Background: an optimization exercise with open tools, aiming at small area. Do not read the settings as production practice.
RTL that was checked went through simulation tests only; none was proved equivalent to the original.
Function not checked in runs 1 and 5: the RTL went through the layout flow alone.
No activity file was given, so power comes from the tool's default toggle rates.

[flow/flow/run.sh]
#!/bin/bash
# Standard synthesis; then the combinational logic is re-mapped for area with a few
# ABC scripts (flip-flops kept exactly as the standard synthesis made them) and the
# smallest result is kept; then the standard layout from that netlist.
set -euo pipefail
HERE=$(pwd)
R=$HERE/orfs/results/sky130hd/spi/base
LIB=$FLOW_HOME/platforms/sky130hd/lib/sky130_fd_sc_hd__tt_025C_1v80.lib
YOSYS=$(command -v yosys || echo /OpenROAD-flow-scripts/tools/install/yosys/bin/yosys)

# clock tree: no dummy loads, clkbuf_8 only; port buffers: smallest buffer
if [[ -f $HERE/flow/cts_args ]]; then export CTS_ARGS="$(cat $HERE/flow/cts_args)"; fi
export BUFFER_PORTS_ARGS="-buffer_cell sky130_fd_sc_hd__buf_1"

bash standard.sh synth > synth.log 2>&1
cp $R/1_2_yosys.v $HERE/std_synth.v

reopt() {
  local n=$1
  cat > $HERE/reopt_$n.ys <<EOS
read_liberty -ignore_miss_func $LIB
read_verilog $HERE/std_synth.v
hierarchy -top $FLOW_TOP
blackbox sky130_fd_sc_hd__df* sky130_fd_sc_hd__edf* sky130_fd_sc_hd__sdf* sky130_fd_sc_hd__dl*
flatten
opt -purge
abc -liberty $LIB -dont_use sky130_fd_sc_hd__probe_p_8 -dont_use sky130_fd_sc_hd__probec_p_8 -dont_use sky130_fd_sc_hd__lpflow_* -script $HERE/flow/abc$n.script
setundef -zero
splitnets
opt_clean -purge
hilomap -singleton -hicell sky130_fd_sc_hd__conb_1 HI -locell sky130_fd_sc_hd__conb_1 LO
insbuf -buf sky130_fd_sc_hd__buf_1 A X
write_verilog -noattr -nohex -nodec $HERE/reopt_$n.v
EOS
  cat > $HERE/reopt_check_$n.ys <<EOS
read_liberty -lib $LIB
read_verilog $HERE/reopt_$n.v
hierarchy -top $FLOW_TOP
check -assert
stat -liberty $LIB
EOS
  $YOSYS -l $HERE/reopt_$n.log -q $HERE/reopt_$n.ys > /dev/null 2>&1 && \
  $YOSYS -l $HERE/reopt_check_$n.log -q $HERE/reopt_check_$n.ys > /dev/null 2>&1
}
for n in 1 2 3 4; do reopt $n & done
wait || true
for n in 5 6 7 8; do reopt $n & done
wait || true
best=""; besta=""
for n in 1 2 3 4 5 6 7 8; do
  a=$(grep -s "Chip area" $HERE/reopt_check_$n.log | tail -1 | awk '{print $NF}') || true
  if grep -qs "Found and reported 0 problems" $HERE/reopt_check_$n.log && [[ -n "$a" ]]; then
    if [[ -z "$best" ]] || awk "BEGIN{exit !($a < $besta)}"; then best=$n; besta=$a; fi
  fi
done
echo "reopt areas:" > $HERE/reopt_choice.log
grep -s "Chip area" $HERE/reopt_check_*.log >> $HERE/reopt_choice.log || true
echo "chosen: ${best:-standard}" >> $HERE/reopt_choice.log
if [[ -n "$best" ]]; then
  cp $HERE/reopt_$best.v $R/1_2_yosys.v
  rm -f $R/1_synth.odb
fi
bash standard.sh > standard.log 2>&1
[flow/flow/abc1.script]
strash
&get -n
&deepsyn -J 100 -S 1
&put
dch -f
map -a
mfs2
strash
dch -f
map -a
mfs2
strash
&get -n
&st
&dch
&nf -p -R 1000
&put
topo
dnsize -c
[flow/flow/abc2.script]
strash
&get -n
&deepsyn -J 100 -S 2
&put
dch -f
map -a
mfs2
strash
dch -f
map -a
mfs2
strash
&get -n
&st
&dch
&nf -p -R 1000
&put
topo
dnsize -c
[flow/flow/abc3.script]
strash
&get -n
&deepsyn -J 100 -S 3
&put
dch -f
map -a
mfs2
strash
dch -f
map -a
mfs2
strash
&get -n
&st
&dch
&nf -p -R 1000
&put
topo
dnsize -c
[flow/flow/abc4.script]
strash
&get -n
&deepsyn -J 100 -S 4
&put
dch -f
map -a
mfs2
strash
dch -f
map -a
mfs2
strash
&get -n
&st
&dch
&nf -p -R 1000
&put
topo
dnsize -c
[flow/flow/abc5.script]
strash
&get -n
&deepsyn -J 100 -S 5
&put
dch -f
map -a
mfs2
strash
dch -f
map -a
mfs2
strash
&get -n
&st
&dch
&nf -p -R 1000
&put
topo
dnsize -c
[flow/flow/abc6.script]
strash
&get -n
&deepsyn -J 100 -S 6
&put
dch -f
map -a
mfs2
strash
dch -f
map -a
mfs2
strash
&get -n
&st
&dch
&nf -p -R 1000
&put
topo
dnsize -c
[flow/flow/abc7.script]
strash
dch
map -a
strash
dch -f
map -a
mfs2
strash
&get -n
&st
&dch
&nf -R 1000
&put
topo
dnsize -c
[flow/flow/abc8.script]
strash
&get -n
&deepsyn -J 100 -S 9 -t
&put
dch -f
map -a
mfs2
strash
dch -f
map -a
mfs2
strash
&get -n
&st
&dch
&nf -p -R 1000
&put
topo
dnsize -c
[flow/flow/cts_args]
-sink_clustering_enable -repair_clock_nets -dont_use_dummy_load -buf_list {sky130_fd_sc_hd__clkbuf_8} -root_buf sky130_fd_sc_hd__clkbuf_8 -sink_clustering_size 26
[flow/standard.sh]
#!/bin/bash
# synth_recipe.tcl (not shown) runs the flow's synth.tcl, then flattens the netlist and writes it again
# the make line also repeats each setting of config.mk as NAME=value (left out here)
make -C /OpenROAD-flow-scripts/flow DESIGN_CONFIG=/design/flow/config.mk WORK_HOME=/design/flow/orfs CLKGATE_MAP_FILE= SYNTH_SCRIPT=/design/flow/synth_recipe.tcl "${@:-finish}"
[flow/config.mk]
export PLATFORM = sky130hd
export DESIGN_NAME = spi
export DESIGN_NICKNAME = spi
export VERILOG_FILES = /design/flow/design.v
export SDC_FILE = /design/flow/constraint.sdc
export NUM_CORES = 4
export LEC_CHECK = 0
export ABC_AREA = 1
export CAP_MARGIN = 20
export CORE_MARGIN = 2
export CORE_UTILIZATION = 60
export PLACE_DENSITY = 0.7
export SLEW_MARGIN = 20
[flow/constraint.sdc]
create_clock -name core_clock -period 8.0 [get_ports {pclk}]
set_input_delay 1.6000 -clock core_clock [delete_from_list [all_inputs] [get_ports {pclk}]]
set_output_delay 1.6000 -clock core_clock [all_outputs]
set_load 0.01 [all_outputs]
[flow/design.v]
module spi(pclk,presetn,paddr,pwrite,psel,penable,pwdata,miso,sclk,ss,spiintr_req,mosi,prdata,pready,pslverr);
input pclk,presetn,pwrite,psel,penable,miso;
input [2:0]paddr;
input [7:0]pwdata;
output reg ss,sclk,mosi;
output spiintr_req,pready,pslverr;
output [7:0]prdata;
reg st_act;             
reg st_en;              
reg md_wait, md_stop;   
reg [7:0] spicr1;
reg [4:0] spicr2;       
reg [6:0] spibr;        
reg [7:0] spidr;
reg [7:0] mosidata;
reg senddata;
reg spif_q, modf_q;     
reg receivedata;
wire lsbfe  = spicr1[0];
wire ssoe   = spicr1[1];
wire cpha   = spicr1[2];
wire cpol   = spicr1[3];
wire mstr   = spicr1[4];
wire sptie  = spicr1[5];
wire spe    = spicr1[6];
wire spie   = spicr1[7];
wire spiswai = spicr2[1];
wire modfen  = spicr2[4];
wire [2:0] sppr = spibr[6:4];
wire [2:0] spr  = spibr[2:0];
wire mode_ok = ~md_stop;
wire wrenb = st_en & pwrite;
wire rdenb = st_en & ~pwrite;
reg  [7:0] tempreg;
wire [7:0] misodata = receivedata ? tempreg : 8'h00;
wire cond = (spidr == pwdata) & (spidr != misodata) & mode_ok;
wire spif = |spidr;
wire modf = mstr & modfen & ~ss & ~ssoe;
reg [7:0] rd;
always @* begin
  case (paddr)
    3'd0: rd = spicr1;
    3'd1: rd = {3'b000, spicr2[4:3], 1'b0, spicr2[1:0]};
    3'd2: rd = {1'b0, spibr[6:4], 1'b0, spibr[2:0]};
    3'd3: rd = {spif_q, 1'b0, ~spif_q, modf_q, 4'b0000};
    default: rd = spidr;
  endcase
end
assign prdata = rdenb ? rd : 8'h00;
assign pready = st_en;
assign pslverr = st_en;
assign spiintr_req = (spie & (spif | modf)) | (sptie & ~spif);
always @(posedge pclk) begin
  if (~presetn) begin
    st_act <= 1'b0; st_en <= 1'b0;
    md_wait <= 1'b0; md_stop <= 1'b0;
    spicr1 <= 8'h04; spicr2 <= 5'h00; spibr <= 7'h00; spidr <= 8'h00;
    senddata <= 1'b0;
  end else begin
    st_act <= psel & (~penable | st_act);
    st_en  <= psel & penable & st_act;
    md_stop <= spiswai & (md_wait | md_stop);
    md_wait <= md_stop ? ~spiswai : (~spe & ~(md_wait & spiswai));
    if (wrenb & paddr == 3'd0) spicr1 <= pwdata;
    if (wrenb & paddr == 3'd1) spicr2 <= {pwdata[4:3], 1'b0, pwdata[1:0]};
    if (wrenb & paddr == 3'd2) spibr <= {pwdata[6:4], 1'b0, pwdata[2:0]};
    if (wrenb) begin
      if (paddr == 3'd5) spidr <= pwdata;
    end else if (cond) spidr <= 8'h00;
    else if (receivedata & mode_ok) spidr <= tempreg;
    if (~wrenb) senddata <= cond;
  end
end
always @(posedge pclk) begin
  spif_q <= spif;
  modf_q <= modf;
end
wire load = ~wrenb & cond;
reg loadq, oldbit;
always @(posedge pclk) begin
  if (~presetn) begin
    mosidata <= 8'h00; loadq <= 1'b0;
  end else begin
    if (load) mosidata <= spidr;
    loadq <= load;
  end
end
reg [9:0] K;
always @* begin
  case (spr)
    3'd0: K = {7'b0, sppr};
    3'd1: K = {6'b0, sppr, 1'b1};
    3'd2: K = {5'b0, sppr, 2'b11};
    3'd3: K = {4'b0, sppr, 3'b111};
    3'd4: K = {3'b0, sppr, 4'b1111};
    3'd5: K = {2'b0, sppr, 5'b11111};
    3'd6: K = {1'b0, sppr, 6'b111111};
    default: K = {sppr, 7'b1111111};
  endcase
end
reg [11:0] bcnt;
reg flaglow, flaghigh, flagslow, flagshigh;
wire beq  = (bcnt[11:1] == {1'b0, K});
wire hit1 = beq & bcnt[0];
wire hit2 = beq & ~bcnt[0];
wire brun = mode_ok & ~ss & ~spiswai;
wire tpol = cpol ^ cpha;
always @(posedge pclk) begin
  if (~presetn) begin
    bcnt <= 12'd0; sclk <= 1'b0;
    flaglow <= 1'b0; flaghigh <= 1'b0; flagslow <= 1'b0; flagshigh <= 1'b0;
  end else begin
    bcnt <= (brun & ~hit1) ? bcnt + 12'd1 : 12'd0;
    sclk <= brun & (sclk ^ hit1);
    if (~tpol) begin
      flaglow  <= ~sclk & hit1;
      flagslow <= sclk & hit2;
    end else begin
      flaghigh  <= sclk & hit1;
      flagshigh <= ~sclk & hit2;
    end
  end
end
reg [14:0] scnt;
wire sen = mstr & ~spiswai & mode_ok;
wire sle = (scnt[14:5] <= K);
wire seq = (scnt[14:5] == K) & (&scnt[4:0]);
wire slt = sle & ~seq;
always @(posedge pclk) begin
  if (~presetn) begin
    receivedata <= 1'b0; ss <= 1'b1;
  end else begin
    receivedata <= sen & ~senddata & (seq | (slt & receivedata));
    ss <= ~sen | (~senddata & ~sle);
  end
end
always @(posedge pclk)
  scnt <= (sen & ~senddata & slt) ? scnt + 15'd1 : 15'd0;
reg [2:0] c0, c1, c2, c3;
wire fA = tpol ? flagshigh : flagslow;
wire fB = tpol ? flaghigh : flaglow;
wire [2:0] cA = lsbfe ? c0 : ~c1;
wire [2:0] cB = lsbfe ? c2 : ~c3;
wire [2:0] sumA = cA + {2'b0, fA};
wire [2:0] sumB = cB + {2'b0, fB};
wire [2:0] ridx = cB ^ {3{~lsbfe}};
always @(posedge pclk) begin
  if (~presetn) begin
    mosi <= 1'b0; tempreg <= 8'h00;
    c0 <= 3'd0; c1 <= 3'd0; c2 <= 3'd0; c3 <= 3'd0;
  end else begin
    if (lsbfe) begin
      c0 <= ss ? 3'd0 : sumA;
      c2 <= ss ? 3'd0 : sumB;
    end else begin
      c1 <= ss ? 3'd0 : ~sumA;
      c3 <= ss ? 3'd0 : ~sumB;
    end
    tempreg[ridx] <= ~ss & miso & fB;
    if (~ss & flagshigh & (~tpol | lsbfe)) mosi <= loadq ? oldbit : mosidata[tpol ? c0 : c1];
  end
end
wire [2:0] c0n = lsbfe ? (ss ? 3'd0 : sumA) : c0;
wire [2:0] c1n = lsbfe ? c1 : (ss ? 3'd0 : ~sumA);
always @(posedge pclk) oldbit <= mosidata[tpol ? c0n : c1n];
endmodule
==> run notes, run 1 <==
# TYPE chip_impl_metric gauge
chip_impl_metric{name="finalCritPeriodShare",unit=""} 0.558
chip_impl_metric{name="die_y",unit="microns"} 90.0
chip_impl_metric{name="max_slew_violation_count",unit=""} 0
chip_impl_metric{name="grt_pass1_wl",unit="mm"} 18.8
chip_impl_info{name="worstReg2RegEnd",value="scnt[12]$_SDFF_PN0_"} 1
chip_impl_metric{name="worst_skew_pair.late_latency",unit="ps"} 360
chip_impl_metric{name="post_synth_inst_count",unit=""} 513
chip_impl_metric{name="cts-buffers-inserted",unit=""} 9
chip_impl_metric{name="vias_per_cell",unit=""} 6.21
chip_impl_info{name="slowest_stage",value="sky130_fd_sc_hd__nor2_1"} 1
chip_impl_info{name="critPathLaunchType",value="input port"} 1
chip_impl_metric{name="grt_use_total",unit=""} 0.285
chip_impl_metric{name="final_core_utilization",unit=""} 0.667
chip_impl_info{name="critPathLaunch",value="paddr[0]"} 1
chip_impl_metric{name="ff2ff_setup_slack",unit="ps"} 5020
chip_impl_metric{name="cts_resized",unit=""} 0
chip_impl_metric{name="firstDrtPassIters",unit=""} 5
chip_impl_metric{name="ctsHoldBuffers",unit=""} 0
chip_impl_metric{name="ctsLongestPathBuffers",unit=""} 2
chip_impl_metric{name="die_w",unit="microns"} 90.0
chip_impl_metric{name="drv.max_cap_violation_count",unit=""} 0
chip_impl_metric{name="vias_in_the_first_global_route",unit=""} 3858
chip_impl_metric{name="post-cts-setup-buffer-count",unit=""} 0
chip_impl_metric{name="layout-area-overhead-vs-synth",unit="%"} 8.55
chip_impl_metric{name="leakagePower",unit="nW"} 1.65
chip_impl_metric{name="worst_case_headroom_to_the_max_slew_limit",unit=""} 0.445
chip_impl_metric{name="vdd_drop_max",unit="mV"} 0.0888
chip_impl_metric{name="fillerInstances",unit=""} 643
chip_impl_metric{name="sequentialPowerShare",unit=""} 0.640
chip_impl_metric{name="rows",unit=""} 31
chip_impl_info{name="hp-start",value="loadq$_SDFF_PN0_"} 1
chip_impl_info{name="cp_cell_instances",value="buf_1, nor2_1, a22o_1, a21oi_1, o21ai_0, buf_1"} 1
chip_impl_info{name="status",value="complete, no violations"} 1
chip_impl_metric{name="max_freq",unit="GHz"} 0.224
chip_impl_metric{name="route.detailed.drc",unit=""} 0
chip_impl_metric{name="timing.critical_path.required",unit="ps"} 6400
chip_impl_metric{name="path_max_fanout",unit=""} 9
chip_impl_info{name="timing.hold.worst.class",value="flop to flop"} 1
chip_impl_metric{name="switching_power",unit="uW"} 168
chip_impl_metric{name="crit_path_largest_cell_delay",unit="ps"} 380
chip_impl_metric{name="combinationalPowerShare",unit=""} 0.033
chip_impl_metric{name="detailedPlacementHpwl",unit="mm"} 8.16
chip_impl_metric{name="htreeDepth",unit=""} 3
chip_impl_metric{name="fp.dieArea",unit="sq um"} 8090
chip_impl_metric{name="io_pins",unit=""} 31
chip_impl_metric{name="core_box_area",unit="sq um"} 7210
chip_impl_metric{name="finalWorstPathRequiredPeriod",unit="ps"} 4460
chip_impl_metric{name="ys_warn_count",unit=""} 1
chip_impl_info{name="clock_root_buffer_master",value="sky130_fd_sc_hd__clkbuf_8"} 1
chip_impl_metric{name="tightest_slew",unit="ps"} 809
chip_impl_metric{name="design.final.nets",unit=""} 573
chip_impl_metric{name="design_power_total",unit="uW"} 765
chip_impl_metric{name="drive_above_1_share",unit=""} 0.0217
chip_impl_info{name="crit_path_frequent_cell",value="sky130_fd_sc_hd__buf_1"} 1
chip_impl_metric{name="antenna_violations_before_repair",unit=""} 0
chip_impl_metric{name="grt_max_degree",unit=""} 35
chip_impl_metric{name="synthesis.area_per_instance",unit="sq um"} 8.64
chip_impl_metric{name="diodes",unit=""} 0
chip_impl_metric{name="min_delay_path_depth",unit=""} 2
chip_impl_info{name="critical_path_class",value="input port to output port"} 1
chip_impl_metric{name="routed-via-count",unit=""} 4053
chip_impl_metric{name="power_density",unit="nW/um^2"} 159
chip_impl_metric{name="p_int",unit="uW"} 597
chip_impl_metric{name="drt_wl_total",unit="mm"} 11.2
chip_impl_info{name="hold_end",value="mosi$_SDFFE_PN0P_"} 1
chip_impl_metric{name="worst-r2r-cell-count",unit=""} 10
chip_impl_metric{name="ant_nets",unit=""} 0
chip_impl_metric{name="initial_util",unit=""} 0.614
chip_impl_metric{name="share_clk_of_total_power",unit=""} 0.328
chip_impl_metric{name="setup_tns",unit="ps"} 0
chip_impl_info{name="crit_reg_reg_startpoint",value="spibr[0]$_SDFFE_PN0P_"} 1
chip_impl_metric{name="mappedNetlistArea",unit="sq um"} 4430
chip_impl_metric{name="final_hold_viols",unit=""} 0
chip_impl_metric{name="cts.sink_count",unit=""} 98
chip_impl_metric{name="globalRoute.totalOverflow",unit=""} 0
chip_impl_metric{name="fin_worst_skew",unit="ps"} 24.6
chip_impl_metric{name="postSynthNetCount",unit=""} 530
chip_impl_metric{name="drt-initial-drc-count",unit=""} 283
chip_impl_metric{name="port_buffer_count",unit=""} 30
chip_impl_metric{name="power.share.switching",unit=""} 0.219
chip_impl_metric{name="setup_viol",unit=""} 0
chip_impl_info{name="grt_setup_unrepaired",value="no"} 1
chip_impl_metric{name="critical_path_at",unit="ps"} 2860
chip_impl_info{name="worst_setup_path_end_kind",value="output port"} 1
chip_impl_metric{name="gp_congestion",unit=""} 0.897
chip_impl_info{name="cts_tree",value="yes"} 1
chip_impl_metric{name="routed_wire_length_per_instance",unit="microns"} 17.2
chip_impl_metric{name="clk_pin_slew",unit="ps"} 90
-- power groups by stage --
stage / registers, mW / logic [mW] / clock network [mW]
6_report: 0.489 / 0.0252 / 0.250
4_1_cts: 0.489 / 0.0244 / 0.255
3_5_place_dp: 0.500 / 0.0242 / 0
5_1_grt: 0.489 / 0.0274 / 0.271
2_1_floorplan: 0.500 / 0.0115 / 0
3_3_place_gp: 0.500 / 0.0240 / 0
-- layer usage --
layer	wire length, microns	global-route usage	vias to the layer above
met5	0	0	-
met4	249	0.117	0
met3	710	0.0352	22
met2	4900	0.443	155
met1	5370	0.406	1883
li1	-	-	1993
-- how the worst max path moves through the flow --
stage	end	slack [ps]	depth (start not counted)
floorplan	prdata[0]	4020	4
global placement	prdata[0]	3580	6
detailed placement	prdata[0]	3550	6
CTS	prdata[0]	3550	6
global route	prdata[0]	3450	6
finish	prdata[0]	3540	6
-- sequential cells by signal, indices dropped and copies added (netlist names), 3 cells and up --
name / count
tempreg: 8
spicr1: 8
mosidata: 8
scnt: 15
c1: 3
c2: 3
spibr: 6
bcnt: 12
spicr2: 4
spidr: 8
c0: 3
c3: 3
-- area by class of cell --
type / count / area, sq um / area share
clock buffers: 9 / 124 / 0.0257
well taps: 99 / 124 / 0.0257
repair buffers: 33 / 135 / 0.0281
flip-flops and latches: 98 / 1960 / 0.408
multi-input cells: 395 / 2400 / 0.498
inverters: 19 / 71.3 / 0.0148
-- critical path: cells and delay by family --
kind / cells / cell delay [ps]
AO/OA/AOI/OAI: 3 / 510
buffers and inverters: 2 / 370
AND/OR/NAND/NOR: 1 / 380
-- stage by stage --
step	hold slack, ps	worst slack [ps]	area (sq um)	instances
finish	447	3540	4810	653
global placement	426	3580	4690	644
global route	477	3450	4810	653
floorplan	417	4020	4430	513
detailed placement	442	3550	4690	644
CTS	451	3550	4810	653
-- placed cells by master, fill, tap and decap left out, types with 2 or more instances in the layout --
master,n
sky130_fd_sc_hd__and3_1,10
sky130_fd_sc_hd__nor2b_1,15
sky130_fd_sc_hd__o2111ai_1,4
sky130_fd_sc_hd__mux2i_1,10
sky130_fd_sc_hd__a211oi_1,2
sky130_fd_sc_hd__nand3b_1,2
sky130_fd_sc_hd__nand4_1,4
sky130_fd_sc_hd__mux2_1,3
sky130_fd_sc_hd__nor3b_1,5
sky130_fd_sc_hd__o21a_1,2
sky130_fd_sc_hd__o31ai_1,2
sky130_fd_sc_hd__nand2b_1,9
sky130_fd_sc_hd__dfxtp_1,98
sky130_fd_sc_hd__buf_4,3
sky130_fd_sc_hd__nor2_1,41
sky130_fd_sc_hd__clkinv_1,19
sky130_fd_sc_hd__a41oi_1,2
sky130_fd_sc_hd__o221ai_1,2
sky130_fd_sc_hd__xnor2_1,12
sky130_fd_sc_hd__xor2_1,14
sky130_fd_sc_hd__a2111oi_0,2
sky130_fd_sc_hd__a222oi_1,2
sky130_fd_sc_hd__a22oi_1,17
sky130_fd_sc_hd__a31oi_1,3
sky130_fd_sc_hd__nand2_1,54
sky130_fd_sc_hd__nor3_1,18
sky130_fd_sc_hd__nand3_1,21
sky130_fd_sc_hd__o22ai_1,10
sky130_fd_sc_hd__buf_1,30
sky130_fd_sc_hd__nor4_1,3
sky130_fd_sc_hd__a221oi_1,2
sky130_fd_sc_hd__o21ai_0,43
sky130_fd_sc_hd__a22o_1,27
sky130_fd_sc_hd__and3b_1,2
sky130_fd_sc_hd__or3_1,4
sky130_fd_sc_hd__clkbuf_8,9
sky130_fd_sc_hd__o32ai_1,3
sky130_fd_sc_hd__a21oi_1,32
==> inputs of run 2 (changes only) <==
--- a/flow/design.v
+++ b/flow/design.v
@@ -13,4 +13,5 @@
 reg [6:0] spibr;        
-reg [7:0] spidr;
-reg [7:0] mosidata;
+reg [7:0] dr_q;          
+reg dr_zero;             
+wire [7:0] spidr = dr_zero ? 8'h00 : dr_q;
 reg senddata;
@@ -56,3 +57,3 @@
     md_wait <= 1'b0; md_stop <= 1'b0;
-    spicr1 <= 8'h04; spicr2 <= 5'h00; spibr <= 7'h00; spidr <= 8'h00;
+    spicr1 <= 8'h04; spicr2 <= 5'h00; spibr <= 7'h00; dr_q <= 8'h00; dr_zero <= 1'b0;
     senddata <= 1'b0;
@@ -67,5 +68,5 @@
     if (wrenb) begin
-      if (paddr == 3'd5) spidr <= pwdata;
-    end else if (cond) spidr <= 8'h00;
-    else if (receivedata & mode_ok) spidr <= tempreg;
+      if (paddr == 3'd5) begin dr_q <= pwdata; dr_zero <= 1'b0; end
+    end else if (cond) begin dr_q <= spidr; dr_zero <= 1'b1; end
+    else if (receivedata & mode_ok) begin dr_q <= tempreg; dr_zero <= 1'b0; end
     if (~wrenb) senddata <= cond;
@@ -77,12 +78,5 @@
 end
-wire load = ~wrenb & cond;
-reg loadq, oldbit;
-always @(posedge pclk) begin
-  if (~presetn) begin
-    mosidata <= 8'h00; loadq <= 1'b0;
-  end else begin
-    if (load) mosidata <= spidr;
-    loadq <= load;
-  end
-end
+reg loadq;    
+always @(posedge pclk)
+  loadq <= presetn & ~wrenb & cond;
 reg [9:0] K;
@@ -138,2 +132,3 @@
   scnt <= (sen & ~senddata & slt) ? scnt + 15'd1 : 15'd0;
+reg [7:0] shreg;
 reg [2:0] c0, c1, c2, c3;
@@ -148,5 +143,6 @@
   if (~presetn) begin
-    mosi <= 1'b0; tempreg <= 8'h00;
+    mosi <= 1'b0; shreg <= 8'h00; tempreg <= 8'h00;
     c0 <= 3'd0; c1 <= 3'd0; c2 <= 3'd0; c3 <= 3'd0;
   end else begin
+    if (loadq) shreg <= dr_q;
     if (lsbfe) begin
@@ -159,8 +155,5 @@
     tempreg[ridx] <= ~ss & miso & fB;
-    if (~ss & flagshigh & (~tpol | lsbfe)) mosi <= loadq ? oldbit : mosidata[tpol ? c0 : c1];
+    if (~ss & flagshigh & (~tpol | lsbfe)) mosi <= shreg[tpol ? c0 : c1];
   end
 end
-wire [2:0] c0n = lsbfe ? (ss ? 3'd0 : sumA) : c0;
-wire [2:0] c1n = lsbfe ? c1 : (ss ? 3'd0 : ~sumA);
-always @(posedge pclk) oldbit <= mosidata[tpol ? c0n : c1n];
 endmodule
==> run 2 against run 1 <==
Routed wire length decreased by 6.3%. Synthesized cell count is 4.9% lower. Synthesized area down 2.4%. Non-clock buffer count grew 1. Sequential share of layout area rose by 0.84 points. Critical endpoint is now prdata[4]. Largest power group unchanged.
==> run notes, run 2 <==
# TYPE chip_impl_metric gauge
chip_impl_info{name="status",value="complete, no violations"} 1
chip_impl_metric{name="cts-buffers-inserted",unit=""} 9
chip_impl_metric{name="min_delay_path_depth",unit=""} 2
chip_impl_metric{name="routed-via-count",unit=""} 3996
chip_impl_metric{name="worst_case_headroom_to_the_max_slew_limit",unit=""} 0.475
chip_impl_metric{name="diodes",unit=""} 0
chip_impl_metric{name="vias_per_cell",unit=""} 6.38
chip_impl_info{name="timing.hold.worst.class",value="flop to flop"} 1
chip_impl_metric{name="drv.max_cap_violation_count",unit=""} 0
chip_impl_metric{name="largest_register_ff_count",unit=""} 15
chip_impl_metric{name="postSynthNetCount",unit=""} 505
chip_impl_metric{name="ctsLongestPathBuffers",unit=""} 2
chip_impl_metric{name="fin_hold_ws",unit="ps"} 431
chip_impl_info{name="worst_setup_path_end_kind",value="output port"} 1
chip_impl_metric{name="post_synth_inst_count",unit=""} 488
chip_impl_metric{name="p_int",unit="uW"} 596
chip_impl_metric{name="finalCritPeriodShare",unit=""} 0.570
chip_impl_metric{name="setup_ws",unit="ps"} 3440
chip_impl_metric{name="finalWorstPathRequiredPeriod",unit="ps"} 4560
chip_impl_metric{name="worst_skew_pair.late_latency",unit="ps"} 360
chip_impl_metric{name="setup_tns",unit="ps"} 0
chip_impl_info{name="cts_tree",value="yes"} 1
chip_impl_metric{name="worst-r2r-cell-count",unit=""} 10
chip_impl_metric{name="max_freq",unit="GHz"} 0.219
chip_impl_metric{name="detailedPlacementHpwl",unit="mm"} 7.67
chip_impl_metric{name="power_density",unit="nW/um^2"} 160
chip_impl_metric{name="setup_viol",unit=""} 0
chip_impl_info{name="clock_root_buffer_master",value="sky130_fd_sc_hd__clkbuf_8"} 1
chip_impl_metric{name="grt_use_total",unit=""} 0.279
chip_impl_metric{name="grt_max_degree",unit=""} 31
chip_impl_metric{name="switching_power",unit="uW"} 161
chip_impl_metric{name="die_y",unit="microns"} 88.9
chip_impl_metric{name="design.final.nets",unit=""} 549
chip_impl_metric{name="fin_worst_skew",unit="ps"} 25.0
chip_impl_metric{name="die_w",unit="microns"} 88.9
chip_impl_metric{name="regArea",unit="sq um"} 1960
chip_impl_metric{name="drt-initial-drc-count",unit=""} 277
chip_impl_info{name="hold_end",value="st_en$_SDFF_PN0_"} 1
chip_impl_metric{name="antenna_violations_before_repair",unit=""} 0
chip_impl_metric{name="final_hold_viols",unit=""} 0
chip_impl_metric{name="combinationalPowerShare",unit=""} 0.029
chip_impl_metric{name="route.detailed.drc",unit=""} 0
chip_impl_metric{name="htreeDepth",unit=""} 3
chip_impl_metric{name="io_pins",unit=""} 31
chip_impl_metric{name="post-cts-setup-buffer-count",unit=""} 0
chip_impl_metric{name="mappedNetlistArea",unit="sq um"} 4330
chip_impl_info{name="top_register",value="scnt"} 1
chip_impl_metric{name="leakagePower",unit="nW"} 1.61
chip_impl_metric{name="ctsHoldBuffers",unit=""} 0
chip_impl_metric{name="tightest_slew",unit="ps"} 765
chip_impl_metric{name="ant_nets",unit=""} 0
chip_impl_metric{name="vdd_drop_max",unit="mV"} 0.0836
chip_impl_metric{name="ys_warn_count",unit=""} 1
chip_impl_metric{name="fp.dieArea",unit="sq um"} 7900
chip_impl_metric{name="routed_wire_length_per_instance",unit="microns"} 16.8
chip_impl_metric{name="pre_cts_ws",unit="ps"} 3110
chip_impl_info{name="worstReg2RegEnd",value="bcnt[1]$_SDFF_PN0_"} 1
chip_impl_metric{name="grt_pass1_wl",unit="mm"} 17.1
chip_impl_metric{name="gp_congestion",unit=""} 0.910
chip_impl_metric{name="cts_resized",unit=""} 0
chip_impl_metric{name="sequentialPowerShare",unit=""} 0.647
chip_impl_metric{name="drive_above_1_share",unit=""} 0.0264
chip_impl_info{name="crit_reg_reg_startpoint",value="spibr[0]$_SDFFE_PN0P_"} 1
chip_impl_info{name="reg_top3",value="scnt (15), bcnt (12)"} 1
chip_impl_metric{name="core_box_area",unit="sq um"} 6870
chip_impl_metric{name="port_buffer_count",unit=""} 30
chip_impl_metric{name="power.share.switching",unit=""} 0.212
chip_impl_metric{name="critical_path_at",unit="ps"} 2960
chip_impl_metric{name="cts.sink_count",unit=""} 98
chip_impl_metric{name="max_slew_violation_count",unit=""} 0
chip_impl_metric{name="timing.critical_path.required",unit="ps"} 6400
chip_impl_metric{name="clk_pin_slew",unit="ps"} 70
chip_impl_info{name="critical_path_class",value="input port to output port"} 1
chip_impl_info{name="hp-start",value="st_act$_SDFF_PN0_"} 1
chip_impl_metric{name="path_max_fanout",unit=""} 6
chip_impl_metric{name="fillerInstances",unit=""} 593
chip_impl_metric{name="ff2ff_setup_slack",unit="ps"} 4760
chip_impl_metric{name="initial_util",unit=""} 0.630
chip_impl_metric{name="share_clk_of_total_power",unit=""} 0.324
chip_impl_metric{name="globalRoute.totalOverflow",unit=""} 0
chip_impl_metric{name="rows",unit=""} 30
chip_impl_metric{name="synthesis.area_per_instance",unit="sq um"} 8.86
chip_impl_info{name="layout_common_cells",value="sky130_fd_sc_hd__dfxtp_1, sky130_fd_sc_hd__nor2_1, sky130_fd_sc_hd__nand2_1, sky130_fd_sc_hd__a21oi_1, sky130_fd_sc_hd__o21ai_0"} 1
chip_impl_info{name="critPathLaunchType",value="input port"} 1
chip_impl_info{name="layout_commonest_cell",value="sky130_fd_sc_hd__dfxtp_1"} 1
chip_impl_info{name="grt_setup_unrepaired",value="no"} 1
chip_impl_metric{name="firstDrtPassIters",unit=""} 5
chip_impl_metric{name="multi_input_comb_area",unit="sq um"} 2300
chip_impl_metric{name="layout-area-overhead-vs-synth",unit="%"} 9.00
chip_impl_metric{name="vias_in_the_first_global_route",unit=""} 3476
chip_impl_metric{name="drt_wl_total",unit="mm"} 10.5
run 2: through the flow:
stage          utilization  cells  area (sq um)  power (mW)
6_report             0.686    626          4710       0.756
5_1_grt              0.686    626          4710       0.784
4_1_cts              0.685    626          4710       0.762
3_5_place_dp         0.667    617          4580       0.522
3_3_place_gp         0.667    617          4580       0.521
2_1_floorplan            -    488          4330       0.509
run 2: critical path, cell delays in order:
cell	delay [ps]
sky130_fd_sc_hd__buf_1	110
sky130_fd_sc_hd__nor2b_1	180
sky130_fd_sc_hd__nand2_1	110
sky130_fd_sc_hd__nor3_1	520
sky130_fd_sc_hd__a222oi_1	180
sky130_fd_sc_hd__nand2_1	110
sky130_fd_sc_hd__buf_1	150
run 2: power by group through the flow:
stage	registers, mW	clock network (mW)	logic (mW)
finish	0.489	0.245	0.0218
CTS	0.489	0.252	0.0211
global placement	0.501	0	0.0205
floorplan	0.500	0	0.00897
global route	0.489	0.271	0.0235
detailed placement	0.501	0	0.0209
run 2: worst max-delay path by stage:
stage              from         to  slack, ps  depth (start not counted)
2_1_floorplan    pwrite  prdata[2]       3680                          4
4_1_cts          pwrite  prdata[2]       3100                          6
3_5_place_dp   paddr[1]  prdata[2]       3110                          5
6_report         pwrite  prdata[4]       3440                          7
3_3_place_gp     pwrite  prdata[0]       3190                          7
5_1_grt          pwrite  prdata[4]       3210                          7
run 2: layout make-up:
| cell class | instances | share of cell area |
|---|---|---|
| Multi-Input combinational cell | 371 | 0.488 |
| Sequential cell | 98 | 0.416 |
| Timing Repair Buffer | 34 | 0.0303 |
| Clock buffer | 9 | 0.0263 |
| Tap cell | 96 | 0.0255 |
| Inverter | 18 | 0.0143 |
run 2: routing by layer:
layer / track usage / routed length, microns
met4: 0.0840 / 184
met5: 0 / 0
met1: 0.381 / 4760
met2: 0.440 / 4750
met3: 0.0711 / 809
==> inputs of run 3 (changes only) <==
--- a/flow/design.v
+++ b/flow/design.v
@@ -117,6 +117,9 @@
 end
-reg [14:0] scnt;
+reg [9:0] shi;
+reg [4:0] slo;
+wire slo_end = (slo == 5'b10000);
+wire slo_fb = slo[4] ^ slo[2] ^ (slo[3:0] == 4'b0000);
 wire sen = mstr & ~spiswai & mode_ok;
-wire sle = (scnt[14:5] <= K);
-wire seq = (scnt[14:5] == K) & (&scnt[4:0]);
+wire sle = (shi <= K);
+wire seq = (shi == K) & slo_end;
 wire slt = sle & ~seq;
@@ -130,4 +133,7 @@
 end
-always @(posedge pclk)
-  scnt <= (sen & ~senddata & slt) ? scnt + 15'd1 : 15'd0;
+wire srun = sen & ~senddata & slt;
+always @(posedge pclk) begin
+  slo <= srun ? {slo[3:0], slo_fb} : 5'd0;
+  shi <= srun ? shi + {9'd0, slo_end} : 10'd0;
+end
 reg [7:0] shreg;
--- a/flow/config.mk
+++ b/flow/config.mk
@@ -8,3 +8,3 @@
 export ABC_AREA = 1
-export CAP_MARGIN = 20
+export CAP_MARGIN = 0
 export CORE_MARGIN = 2
@@ -12,2 +12,2 @@
 export PLACE_DENSITY = 0.7
-export SLEW_MARGIN = 20
+export SLEW_MARGIN = 0
==> run 3 against run 2 <==
Still clean on timing, DRC and antenna. Via count decreased by 1.3%. Clock-buffer cell count unchanged. Fmax decreased by 9.0%. Final cell count increased by 0.48%. Critical path depth decreased by 1. Clock power increased by 3%. Register-to-register slack got worse by 120 ps. Sequential share of layout area increased by 0.49 points. Critical path type unchanged. Largest cell class unchanged.
==> run notes, run 3 <==
# TYPE chip_impl_metric gauge
chip_impl_metric{name="fin_worst_skew",unit="ps"} 35.7
chip_impl_metric{name="setup_viol",unit=""} 0
chip_impl_metric{name="ff2ff_setup_slack",unit="ps"} 4640
chip_impl_metric{name="p_int",unit="uW"} 612
chip_impl_metric{name="synthesis.area_per_instance",unit="sq um"} 8.71
chip_impl_metric{name="io_pins",unit=""} 31
chip_impl_metric{name="final-instance-count-excl-fill",unit=""} 629
chip_impl_info{name="layout_common_cells",value="sky130_fd_sc_hd__dfxtp_1, sky130_fd_sc_hd__nor2_1, sky130_fd_sc_hd__nand2_1"} 1
chip_impl_metric{name="routed_wire_length_per_instance",unit="microns"} 16.7
chip_impl_metric{name="cp_num_cells",unit=""} 6
chip_impl_metric{name="finalWorstPathRequiredPeriod",unit="ps"} 5010
chip_impl_metric{name="worst_skew_pair.late_latency",unit="ps"} 380
chip_impl_info{name="critical_path_class",value="input port to output port"} 1
chip_impl_metric{name="worst_case_headroom_to_the_max_slew_limit",unit=""} 0.158
chip_impl_info{name="crit_reg_reg_startpoint",value="spibr[0]$_SDFFE_PN0P_"} 1
chip_impl_info{name="clock_root_buffer_master",value="sky130_fd_sc_hd__clkbuf_8"} 1
chip_impl_metric{name="ctsHoldBuffers",unit=""} 0
chip_impl_metric{name="vias_in_the_first_global_route",unit=""} 3570
chip_impl_metric{name="critical_path_at",unit="ps"} 3410
chip_impl_metric{name="final_hold_viols",unit=""} 0
chip_impl_metric{name="worst-r2r-cell-count",unit=""} 14
chip_impl_metric{name="detailedPlacementHpwl",unit="mm"} 7.64
chip_impl_info{name="grt_setup_unrepaired",value="no"} 1
chip_impl_metric{name="route.detailed.drc",unit=""} 0
chip_impl_metric{name="cts.sink_count",unit=""} 98
chip_impl_metric{name="routed-via-count",unit=""} 3946
chip_impl_metric{name="fp.dieArea",unit="sq um"} 7850
chip_impl_metric{name="vias_per_cell",unit=""} 6.27
chip_impl_metric{name="port_buffer_count",unit=""} 30
chip_impl_metric{name="cp_num_buf_inv",unit=""} 2
chip_impl_info{name="crit_path_frequent_cell",value="sky130_fd_sc_hd__buf_1"} 1
chip_impl_metric{name="max_slew_violation_count",unit=""} 0
chip_impl_metric{name="vdd_drop_max",unit="mV"} 0.100
chip_impl_metric{name="grt_pass1_wl",unit="mm"} 17.1
chip_impl_metric{name="antenna_violations_before_repair",unit=""} 0
chip_impl_metric{name="crit_path_largest_cell_delay",unit="ps"} 970
chip_impl_metric{name="globalRoute.totalOverflow",unit=""} 0
chip_impl_info{name="worst_setup_path_end_kind",value="output port"} 1
chip_impl_metric{name="share_clk_of_total_power",unit=""} 0.314
chip_impl_metric{name="min_delay_path_depth",unit=""} 2
chip_impl_metric{name="timing.critical_path.required",unit="ps"} 6400
chip_impl_metric{name="drt_wl_total",unit="mm"} 10.5
chip_impl_info{name="hold_end",value="st_en$_SDFF_PN0_"} 1
chip_impl_metric{name="cts-buffers-inserted",unit=""} 9
chip_impl_metric{name="setup_tns",unit="ps"} 0
chip_impl_info{name="cp_cell_instances",value="buf_1, nand2b_1, nor4_1, a22oi_1, o21ai_0, buf_1"} 1
chip_impl_metric{name="diodes",unit=""} 0
chip_impl_metric{name="layout-area-overhead-vs-synth",unit="%"} 8.57
chip_impl_metric{name="gp_congestion",unit=""} 0.902
chip_impl_metric{name="drv.max_cap_violation_count",unit=""} 0
chip_impl_metric{name="path_max_fanout",unit=""} 8
chip_impl_metric{name="tightest_slew",unit="ps"} 1250
chip_impl_metric{name="initial_util",unit=""} 0.625
chip_impl_metric{name="die_y",unit="microns"} 88.6
chip_impl_metric{name="finalCritPeriodShare",unit=""} 0.626
chip_impl_metric{name="design.final.nets",unit=""} 552
chip_impl_info{name="slowest_stage",value="sky130_fd_sc_hd__nor4_1"} 1
chip_impl_metric{name="combinationalPowerShare",unit=""} 0.061
chip_impl_metric{name="mappedNetlistArea",unit="sq um"} 4290
chip_impl_metric{name="post-cts-setup-buffer-count",unit=""} 0
chip_impl_metric{name="rows",unit=""} 30
chip_impl_metric{name="switching_power",unit="uW"} 190
chip_impl_metric{name="leakagePower",unit="nW"} 1.66
chip_impl_metric{name="power_density",unit="nW/um^2"} 172
chip_impl_metric{name="placed_cells_incl_taps",unit=""} 620
chip_impl_info{name="top_register",value="bcnt"} 1
chip_impl_metric{name="clk_pin_slew",unit="ps"} 90
chip_impl_info{name="path_delay_family",value="simple AND/OR/NAND/NOR gates"} 1
chip_impl_metric{name="cts_resized",unit=""} 0
chip_impl_info{name="hp-start",value="st_act$_SDFF_PN0_"} 1
chip_impl_metric{name="grt_use_total",unit=""} 0.281
chip_impl_info{name="cts_tree",value="yes"} 1
chip_impl_metric{name="ctsLongestPathBuffers",unit=""} 2
chip_impl_metric{name="core_box_area",unit="sq um"} 6870
chip_impl_info{name="critPathLaunchType",value="input port"} 1
chip_impl_info{name="worstReg2RegEnd",value="shi[8]$_SDFF_PN0_"} 1
chip_impl_metric{name="drive_above_1_share",unit=""} 0.0225
chip_impl_info{name="layout_commonest_cell",value="sky130_fd_sc_hd__dfxtp_1"} 1
chip_impl_metric{name="design_power_total",unit="uW"} 802
chip_impl_metric{name="post_synth_inst_count",unit=""} 493
chip_impl_metric{name="postSynthNetCount",unit=""} 510
chip_impl_metric{name="ant_nets",unit=""} 0
chip_impl_metric{name="sequentialPowerShare",unit=""} 0.625
chip_impl_metric{name="firstDrtPassIters",unit=""} 8
chip_impl_info{name="reg_top3",value="bcnt (12), shi (10)"} 1
chip_impl_metric{name="die_w",unit="microns"} 88.6
chip_impl_info{name="status",value="complete, no violations"} 1
chip_impl_metric{name="largest_register_ff_count",unit=""} 12
chip_impl_metric{name="grt_max_degree",unit=""} 23
chip_impl_metric{name="htreeDepth",unit=""} 3
chip_impl_metric{name="ys_warn_count",unit=""} 1
chip_impl_info{name="timing.hold.worst.class",value="flop to flop"} 1
chip_impl_metric{name="drt-initial-drc-count",unit=""} 337
chip_impl_metric{name="max_freq",unit="GHz"} 0.200
chip_impl_metric{name="power.share.switching",unit=""} 0.237
[run 3: cell type report]
| type | count | area (sq um) |
|---|---|---|
| inverters | 27 | 101 |
| multi-input cells | 367 | 2220 |
| well taps | 96 | 120 |
| repair buffers | 32 | 128 |
| flip-flops and latches | 98 | 1960 |
| fillers | 598 | 2210 |
| clock buffers | 9 | 124 |
[run 3: worst max-delay path by stage]
stage / from / endpoint
6_report: pwrite / prdata[7]
2_1_floorplan: pwrite / prdata[7]
5_1_grt: pwrite / prdata[7]
3_3_place_gp: pwrite / prdata[7]
3_5_place_dp: pwrite / prdata[7]
4_1_cts: pwrite / prdata[7]
[run 3: metrics by stage]
stage	setup WS, ps	hold WS, ps	utilization	cell area, sq um
4_1_cts	3060	443	0.678	4660
6_report	2990	440	0.678	4660
3_5_place_dp	3070	430	0.660	4540
3_3_place_gp	3170	423	0.660	4540
2_1_floorplan	3640	414	-	4290
5_1_grt	2860	474	0.678	4660
[run 3: power groups by stage]
stage | Clock, mW | Sequential, mW | Combinational [mW]
after floorplan | 0 | 0.510 | 0.0296
after global placement | 0 | 0.512 | 0.0456
after detailed placement | 0 | 0.512 | 0.0472
after CTS | 0.253 | 0.501 | 0.0476
after global routing | 0.271 | 0.502 | 0.0538
final | 0.252 | 0.501 | 0.0489
[run 3: routing by layer]
metal  share of wire  vias up  global-route usage  wire length (microns)
li1                -     1898                   -                      -
met1            0.47     1881               0.386                   4910
met2            0.45      148               0.445                   4700
met3           0.062       19              0.0429                    656
met4           0.024        0               0.117                    251
met5               0        -                   0                      0
[run 3: worst register-to-register path, stage by stage, from the launching register on]
cell and delay [ps]:
sky130_fd_sc_hd__dfxtp_1 500, sky130_fd_sc_hd__mux2_1 230, sky130_fd_sc_hd__nor2_1 50, sky130_fd_sc_hd__a21oi_1 160, sky130_fd_sc_hd__nor2_1 120, sky130_fd_sc_hd__o22ai_1 210, sky130_fd_sc_hd__nor2_1 60, sky130_fd_sc_hd__a221oi_1 220
sky130_fd_sc_hd__o22ai_1 110, sky130_fd_sc_hd__a221o_1 260, sky130_fd_sc_hd__a222oi_1 250, sky130_fd_sc_hd__nor2_1 120, sky130_fd_sc_hd__nor3_1 300, sky130_fd_sc_hd__nand2b_1 380, sky130_fd_sc_hd__nor3b_1 300
==> inputs of run 4 (changes only) <==
--- a/flow/config.mk
+++ b/flow/config.mk
@@ -8,3 +8,3 @@
 export ABC_AREA = 1
-export CAP_MARGIN = 0
+export CAP_MARGIN = 20
 export CORE_MARGIN = 2
@@ -12,2 +12,2 @@
 export PLACE_DENSITY = 0.7
-export SLEW_MARGIN = 0
+export SLEW_MARGIN = 20
==> run 4 against run 3 <==
Still clean. Non-clock buffer count did not move. Clock power barely moved. Clock-buffer cell count did not move. Critical path type unchanged. Largest power group unchanged. Critical endpoint unchanged. Final cell count did not move. Setup slack improved by 450 ps. Via count fell by 0.15%. Register-to-register slack barely moved. Flip-flop and latch count did not move.
==> run notes, run 4 <==
# TYPE chip_impl_metric gauge
chip_impl_metric{name="max_slew_violation_count",unit=""} 0
chip_impl_metric{name="drt_wl_total",unit="mm"} 10.5
chip_impl_metric{name="io_pins",unit=""} 31
chip_impl_metric{name="fp.dieArea",unit="sq um"} 7850
chip_impl_metric{name="postSynthNetCount",unit=""} 510
chip_impl_metric{name="tightest_slew",unit="ps"} 726
chip_impl_metric{name="post_synth_inst_count",unit=""} 493
chip_impl_metric{name="detailedPlacementHpwl",unit="mm"} 7.64
chip_impl_metric{name="critical_path_at",unit="ps"} 2950
chip_impl_metric{name="vias_in_the_first_global_route",unit=""} 3570
chip_impl_info{name="status",value="complete, no violations"} 1
chip_impl_metric{name="vias_per_cell",unit=""} 6.26
chip_impl_metric{name="globalRoute.totalOverflow",unit=""} 0
chip_impl_metric{name="route.detailed.drc",unit=""} 0
chip_impl_metric{name="setup_ws",unit="ps"} 3450
chip_impl_metric{name="finalCritPeriodShare",unit=""} 0.569
chip_impl_metric{name="diodes",unit=""} 0
chip_impl_metric{name="ctsLongestPathBuffers",unit=""} 2
chip_impl_metric{name="grt_pass1_wl",unit="mm"} 17.1
chip_impl_metric{name="cts_resized",unit=""} 0
chip_impl_metric{name="leakagePower",unit="nW"} 1.66
chip_impl_metric{name="initial_util",unit=""} 0.625
chip_impl_info{name="path_delay_family",value="simple AND/OR/NAND/NOR gates"} 1
chip_impl_info{name="slowest_stage",value="sky130_fd_sc_hd__nor4_2"} 1
chip_impl_metric{name="worst_skew_pair.late_latency",unit="ps"} 370
chip_impl_info{name="reg_top3",value="bcnt (12), shi (10)"} 1
chip_impl_metric{name="ctsHoldBuffers",unit=""} 0
chip_impl_info{name="top_register",value="bcnt"} 1
chip_impl_metric{name="routed-via-count",unit=""} 3940
chip_impl_metric{name="setup_viol",unit=""} 0
chip_impl_metric{name="grt_use_total",unit=""} 0.281
chip_impl_metric{name="max_freq",unit="GHz"} 0.220
chip_impl_metric{name="mappedNetlistArea",unit="sq um"} 4290
chip_impl_metric{name="antenna_violations_before_repair",unit=""} 0
chip_impl_info{name="timing.hold.worst.class",value="flop to flop"} 1
chip_impl_metric{name="clk_pin_slew",unit="ps"} 90
chip_impl_metric{name="drv.max_cap_violation_count",unit=""} 0
chip_impl_metric{name="final-instance-count-excl-fill",unit=""} 629
chip_impl_metric{name="rows",unit=""} 30
chip_impl_info{name="critical_path_class",value="input port to output port"} 1
chip_impl_metric{name="worst_case_headroom_to_the_max_slew_limit",unit=""} 0.512
chip_impl_metric{name="drive_above_1_share",unit=""} 0.0263
chip_impl_metric{name="cp_num_buf_inv",unit=""} 2
chip_impl_metric{name="pre_cts_ws",unit="ps"} 3070
chip_impl_metric{name="ant_nets",unit=""} 0
chip_impl_metric{name="synthesis.area_per_instance",unit="sq um"} 8.71
chip_impl_metric{name="placed_cells_incl_taps",unit=""} 620
chip_impl_info{name="clock_root_buffer_master",value="sky130_fd_sc_hd__clkbuf_8"} 1
chip_impl_metric{name="die_y",unit="microns"} 88.6
chip_impl_info{name="layout_commonest_cell",value="sky130_fd_sc_hd__dfxtp_1"} 1
chip_impl_metric{name="final_hold_viols",unit=""} 0
chip_impl_metric{name="largest_register_ff_count",unit=""} 12
chip_impl_metric{name="port_buffer_count",unit=""} 30
chip_impl_metric{name="firstDrtPassIters",unit=""} 7
chip_impl_metric{name="grt_max_degree",unit=""} 23
chip_impl_metric{name="fin_hold_ws",unit="ps"} 440
chip_impl_metric{name="ys_warn_count",unit=""} 1
chip_impl_metric{name="crit_path_largest_cell_delay",unit="ps"} 570
chip_impl_info{name="crit_path_frequent_cell",value="sky130_fd_sc_hd__buf_1"} 1
chip_impl_metric{name="die_w",unit="microns"} 88.6
chip_impl_info{name="cp_cell_instances",value="buf_1, nand2b_1, nor4_2, a22oi_1, o21ai_0, buf_1"} 1
chip_impl_metric{name="power_density",unit="nW/um^2"} 171
chip_impl_metric{name="design_power_total",unit="uW"} 801
chip_impl_info{name="critPathLaunchType",value="input port"} 1
chip_impl_metric{name="setup_tns",unit="ps"} 0
chip_impl_metric{name="gp_congestion",unit=""} 0.902
chip_impl_info{name="grt_setup_unrepaired",value="no"} 1
chip_impl_metric{name="layout-area-overhead-vs-synth",unit="%"} 8.89
chip_impl_metric{name="path_max_fanout",unit=""} 8
chip_impl_metric{name="finalWorstPathRequiredPeriod",unit="ps"} 4550
chip_impl_metric{name="drt-initial-drc-count",unit=""} 313
chip_impl_metric{name="routed_wire_length_per_instance",unit="microns"} 16.8
chip_impl_info{name="worst_setup_path_end_kind",value="output port"} 1
chip_impl_metric{name="post-cts-setup-buffer-count",unit=""} 0
chip_impl_metric{name="timing.critical_path.required",unit="ps"} 6400
chip_impl_metric{name="cts.sink_count",unit=""} 98
chip_impl_info{name="layout_common_cells",value="sky130_fd_sc_hd__dfxtp_1, sky130_fd_sc_hd__nor2_1, sky130_fd_sc_hd__nand2_1"} 1
chip_impl_metric{name="cts-buffers-inserted",unit=""} 9
chip_impl_info{name="cts_tree",value="yes"} 1
chip_impl_metric{name="core_box_area",unit="sq um"} 6870
chip_impl_metric{name="fin_worst_skew",unit="ps"} 36.4
chip_impl_metric{name="htreeDepth",unit=""} 3
chip_impl_metric{name="design.final.nets",unit=""} 552
chip_impl_metric{name="vdd_drop_max",unit="mV"} 0.0994
run 4: worst paths after layout:
path,from,end,slack (ps),depth (start not counted)
max reg2reg,spibr[0]$_SDFFE_PN0P_,shi[8]$_SDFF_PN0_,4640,14
min,st_act$_SDFF_PN0_,st_en$_SDFF_PN0_,440,2
max,pwrite,prdata[7],3450,6
min reg2reg,st_act$_SDFF_PN0_,st_en$_SDFF_PN0_,440,2
run 4: routing by layer:
layer | wire length (microns) | vias to the layer above | GRT usage
met1 | 4880 | 1866 | 0.386
li1 | - | 1891 | -
met4 | 317 | 0 | 0.117
met2 | 4630 | 155 | 0.445
met3 | 725 | 28 | 0.0429
met5 | 0 | - | 0
run 4: stage by stage:
stage / area, sq um / utilization
finish: 4670 / 0.680
global route: 4670 / 0.680
CTS: 4660 / 0.678
detailed placement: 4540 / 0.660
global placement: 4540 / 0.660
floorplan: 4290 / -
run 4: power breakdown:
part / total, mW / internal, mW / leakage (nW) / switching [mW]
Clock: 0.251 / 0.101 / 0.0647 / 0.150
Sequential: 0.501 / 0.494 / 0.792 / 0.00707
Combinational: 0.0493 / 0.0166 / 0.804 / 0.0327
Total: 0.801 / 0.612 / 1.66 / 0.190
run 4: layout make-up:
class,count,area (sq um)
inverter,27,101
multi-input combinational,367,2240
fill,596,2200
tap,96,120
timing repair buffer,32,128
sequential,98,1960
clock buffer,9,124
run 4: worst min-delay path, stage by stage (launching register included):
cell	delay (ps)
sky130_fd_sc_hd__dfxtp_1	330
sky130_fd_sc_hd__nand2_1	50
sky130_fd_sc_hd__nor2_1	30
==> inputs of run 5 (changes only) <==
--- a/flow/design.v
+++ b/flow/design.v
@@ -78,5 +78,2 @@
 end
-reg loadq;    
-always @(posedge pclk)
-  loadq <= presetn & ~wrenb & cond;
 reg [9:0] K;
@@ -152,3 +149,3 @@
   end else begin
-    if (loadq) shreg <= dr_q;
+    if (senddata & dr_zero) shreg <= dr_q;
     if (lsbfe) begin
--- a/flow/flow/run.sh
+++ b/flow/flow/run.sh
@@ -48,4 +48,6 @@
 wait || true
+for n in 9 10 11 12; do reopt $n & done
+wait || true
 best=""; besta=""
-for n in 1 2 3 4 5 6 7 8; do
+for n in $(seq 1 12); do
   a=$(grep -s "Chip area" $HERE/reopt_check_$n.log | tail -1 | awk '{print $NF}') || true
==> flow/flow/abc10.script (new file) <==
strash
&get -n
&deepsyn -J 100 -S 2
&put
dch -f
map -a
mfs2
strash
dch -f
map -a
mfs2
strash
&get -n
&st
&dch
&nf -p -R 1000
&put
mfs2
strash
&get -n
&st
&dch
&nf -p -R 1000
&put
topo
dnsize -c
==> flow/flow/abc11.script (new file) <==
strash
&get -n
&deepsyn -J 100 -S 3
&put
dch -f
map -a
mfs2
strash
dch -f
map -a
mfs2
strash
&get -n
&st
&dch
&nf -p -R 1000
&put
mfs2
strash
&get -n
&st
&dch
&nf -p -R 1000
&put
topo
dnsize -c
==> flow/flow/abc12.script (new file) <==
strash
&get -n
&deepsyn -J 100 -S 4
&put
dch -f
map -a
mfs2
strash
dch -f
map -a
mfs2
strash
&get -n
&st
&dch
&nf -p -R 1000
&put
mfs2
strash
&get -n
&st
&dch
&nf -p -R 1000
&put
topo
dnsize -c
==> flow/flow/abc9.script (new file) <==
strash
&get -n
&deepsyn -J 100 -S 1
&put
dch -f
map -a
mfs2
strash
dch -f
map -a
mfs2
strash
&get -n
&st
&dch
&nf -p -R 1000
&put
mfs2
strash
&get -n
&st
&dch
&nf -p -R 1000
&put
topo
dnsize -c
==> run 5 against run 4 <==
Still clean. Via count fell by 1.5%. Sequential power fell by 3%. Largest cell class unchanged. Critical endpoint is now prdata[0]. Die area fell by 0.15%. Utilization fell by 0.15 points. First-iteration DRC count rose by 4.5%.
==> run notes, run 5 <==
# TYPE chip_impl_metric gauge
chip_impl_metric{name="htreeDepth",unit=""} 3
chip_impl_metric{name="timing.critical_path.required",unit="ps"} 6400
chip_impl_metric{name="route.detailed.drc",unit=""} 0
chip_impl_metric{name="diodes",unit=""} 0
chip_impl_metric{name="multi_input_comb_area",unit="sq um"} 2270
chip_impl_metric{name="grt_pass1_wl",unit="mm"} 16.6
chip_impl_info{name="worst_setup_path_end_kind",value="output port"} 1
chip_impl_metric{name="ctsLongestPathBuffers",unit=""} 2
chip_impl_metric{name="gp_congestion",unit=""} 0.926
chip_impl_metric{name="routed_wire_length_per_instance",unit="microns"} 16.6
chip_impl_metric{name="final_hold_viols",unit=""} 0
chip_impl_metric{name="tightest_slew",unit="ps"} 1080
chip_impl_metric{name="firstDrtPassIters",unit=""} 7
chip_impl_metric{name="fillerInstances",unit=""} 601
chip_impl_info{name="critPathLaunch",value="paddr[0]"} 1
chip_impl_metric{name="grt_max_degree",unit=""} 31
chip_impl_metric{name="initial_util",unit=""} 0.624
chip_impl_metric{name="cts.sink_count",unit=""} 97
chip_impl_metric{name="drt_wl_total",unit="mm"} 10.3
chip_impl_metric{name="detailedPlacementHpwl",unit="mm"} 7.61
chip_impl_info{name="timing.hold.worst.class",value="flop to flop"} 1
chip_impl_info{name="status",value="complete, no violations"} 1
chip_impl_metric{name="clk_pin_slew",unit="ps"} 90
chip_impl_metric{name="setup_viol",unit=""} 0
chip_impl_info{name="layout_commonest_cell",value="sky130_fd_sc_hd__dfxtp_1"} 1
chip_impl_metric{name="worst_case_headroom_to_the_max_slew_limit",unit=""} 0.277
chip_impl_metric{name="ctsHoldBuffers",unit=""} 0
chip_impl_metric{name="rows",unit=""} 30
chip_impl_metric{name="drv.max_cap_violation_count",unit=""} 0
chip_impl_metric{name="vias_in_the_first_global_route",unit=""} 3387
chip_impl_metric{name="largest_register_ff_count",unit=""} 12
chip_impl_metric{name="die_y",unit="microns"} 88.5
chip_impl_info{name="worst_setup_path_endpoint",value="prdata[0]"} 1
chip_impl_metric{name="antenna_violations_before_repair",unit=""} 0
chip_impl_metric{name="max_slew_violation_count",unit=""} 0
chip_impl_info{name="top_register",value="bcnt"} 1
chip_impl_metric{name="post_synth_inst_count",unit=""} 482
chip_impl_metric{name="fin_worst_skew",unit="ps"} 24.4
chip_impl_metric{name="power_density",unit="nW/um^2"} 162
chip_impl_metric{name="worst-r2r-cell-count",unit=""} 11
chip_impl_metric{name="design.final.nets",unit=""} 541
chip_impl_metric{name="synthesis.area_per_instance",unit="sq um"} 8.89
chip_impl_metric{name="drt-initial-drc-count",unit=""} 327
chip_impl_metric{name="drive_above_1_share",unit=""} 0.0268
chip_impl_metric{name="grt_use_total",unit=""} 0.272
chip_impl_info{name="clock_root_buffer_master",value="sky130_fd_sc_hd__clkbuf_8"} 1
chip_impl_info{name="crit_reg_reg_startpoint",value="spibr[0]$_SDFFE_PN0P_"} 1
chip_impl_info{name="grt_setup_unrepaired",value="no"} 1
chip_impl_info{name="worstReg2RegEnd",value="shi[2]$_SDFF_PN0_"} 1
chip_impl_metric{name="vdd_drop_max",unit="mV"} 0.0881
chip_impl_metric{name="io_pins",unit=""} 31
chip_impl_info{name="critPathLaunchType",value="input port"} 1
chip_impl_metric{name="pre_cts_ws",unit="ps"} 3180
chip_impl_info{name="reg_top3",value="bcnt (12), shi (10)"} 1
chip_impl_metric{name="mappedNetlistArea",unit="sq um"} 4290
chip_impl_metric{name="critical_path_at",unit="ps"} 3130
chip_impl_metric{name="cts_resized",unit=""} 0
chip_impl_metric{name="leakagePower",unit="nW"} 1.65
chip_impl_metric{name="vias_per_cell",unit=""} 6.28
chip_impl_metric{name="setup_tns",unit="ps"} 0
chip_impl_metric{name="cts-buffers-inserted",unit=""} 9
chip_impl_metric{name="placed_cells_incl_taps",unit=""} 609
chip_impl_metric{name="path_max_fanout",unit=""} 7
chip_impl_metric{name="core_box_area",unit="sq um"} 6870
chip_impl_metric{name="worst_skew_pair.late_latency",unit="ps"} 350
chip_impl_metric{name="ys_warn_count",unit=""} 1
chip_impl_metric{name="finalCritPeriodShare",unit=""} 0.591
chip_impl_metric{name="post-cts-setup-buffer-count",unit=""} 0
chip_impl_metric{name="ant_nets",unit=""} 0
chip_impl_metric{name="setup_ws",unit="ps"} 3270
chip_impl_metric{name="fp.dieArea",unit="sq um"} 7830
chip_impl_metric{name="port_buffer_count",unit=""} 30
chip_impl_info{name="cts_tree",value="yes"} 1
chip_impl_metric{name="fin_hold_ws",unit="ps"} 441
chip_impl_metric{name="globalRoute.totalOverflow",unit=""} 0
chip_impl_metric{name="finalWorstPathRequiredPeriod",unit="ps"} 4730
chip_impl_metric{name="detailed_place.area",unit="sq um"} 4530
chip_impl_info{name="critical_path_class",value="input port to output port"} 1
chip_impl_metric{name="ff2ff_setup_slack",unit="ps"} 4920
chip_impl_info{name="layout_common_cells",value="sky130_fd_sc_hd__dfxtp_1, sky130_fd_sc_hd__nand2_1, sky130_fd_sc_hd__nor2_1"} 1
chip_impl_metric{name="die_w",unit="microns"} 88.5
chip_impl_metric{name="final-instance-count-excl-fill",unit=""} 618
chip_impl_metric{name="postSynthNetCount",unit=""} 499
chip_impl_metric{name="layout-area-overhead-vs-synth",unit="%"} 8.82
chip_impl_metric{name="max_freq",unit="GHz"} 0.211
chip_impl_metric{name="post_route_cell_area",unit="sq um"} 4660
chip_impl_metric{name="routed-via-count",unit=""} 3879
chip_impl_metric{name="regArea",unit="sq um"} 1940
==> run 5: area by class of cell <==
type	instances	area share
sequential	97	0.416
inverter	22	0.0177
timing repair buffer	32	0.0274
multi-input combinational	362	0.486
tap	96	0.0258
clock buffer	9	0.0266
==> run 5: layer usage <==
metal / global-route usage / routed length, microns
met2: 0.399 / 4440
met5: 0 / 0
met1: 0.414 / 4810
met4: 0.0923 / 195
met3: 0.0345 / 823
==> run 5: worst min-delay path by stage <==
stage / depth (start not counted) / start / slack [ps] / end
2_1_floorplan: 2 / st_act$_SDFF_PN0_ / 410 / st_en$_SDFF_PN0_
3_3_place_gp: 2 / st_act$_SDFF_PN0_ / 430 / st_en$_SDFF_PN0_
3_5_place_dp: 2 / st_act$_SDFF_PN0_ / 420 / st_en$_SDFF_PN0_
4_1_cts: 2 / st_act$_SDFF_PN0_ / 440 / st_act$_SDFF_PN0_
5_1_grt: 2 / st_act$_SDFF_PN0_ / 480 / st_act$_SDFF_PN0_
6_report: 2 / st_act$_SDFF_PN0_ / 440 / st_act$_SDFF_PN0_
==> run 5: power by group <==
group / total, mW / switching [mW] / internal, mW
Clock: 0.248 / 0.147 / 0.101
Combinational: 0.0215 / 0.0152 / 0.00638
Sequential: 0.484 / 0.000670 / 0.483
==> run 5: critical path: stages <==
cell and delay, ps:
sky130_fd_sc_hd__buf_1 230, sky130_fd_sc_hd__nand2b_1 160, sky130_fd_sc_hd__nor3_1 620, sky130_fd_sc_hd__a222oi_1 240, sky130_fd_sc_hd__nand2_1 100, sky130_fd_sc_hd__buf_1 180
==> run 5: through the flow <==
stage               total power [mW]  utilization
finish                         0.754        0.679
global route                   0.777        0.679
CTS                            0.757        0.677
detailed placement             0.516        0.659
global placement               0.516        0.659
floorplan                      0.504            -

## re-timing with driven ports
No port has a modelled driver above. Below, the same layouts with a new extraction and two added sets of constraints. Step 1 sets driving cells, clkbuf_16 on the clock port and buf_2 on the other inputs (assumed; they add their load-dependent delay and slew). Step 2 times the ports against the registers' clock, not the clock port: input delays grow and output delays shrink by t, the midpoint of the rising clock arrivals with the driver on. Three values: ideal ports, drivers, drivers and shift; two values: the first two.
run | t (ns) | slack for setup (ns) | worst setup path at the end | worst register clock-pin slew, ns
run 1 | 0.379 | 3.539 / 3.520 / 3.520 | input to output | 0.09 / 0.09
run 2 | 0.385 | 3.441 / 3.417 / 3.417 | input to output | 0.10 / 0.10
run 3 | 0.390 | 2.993 / 2.972 / 2.972 | input to output | 0.11 / 0.11
run 4 | 0.390 | 3.446 / 3.425 / 3.425 | input to output | 0.11 / 0.11
run 5 | 0.372 | 3.268 / 3.246 / 3.246 | input to output | 0.09 / 0.09
After both steps every run listed still meets setup and hold. For run 2, which loses most, drivers alone change the setup slack by -0.024 ns; drivers and shift together by -0.024 ns.
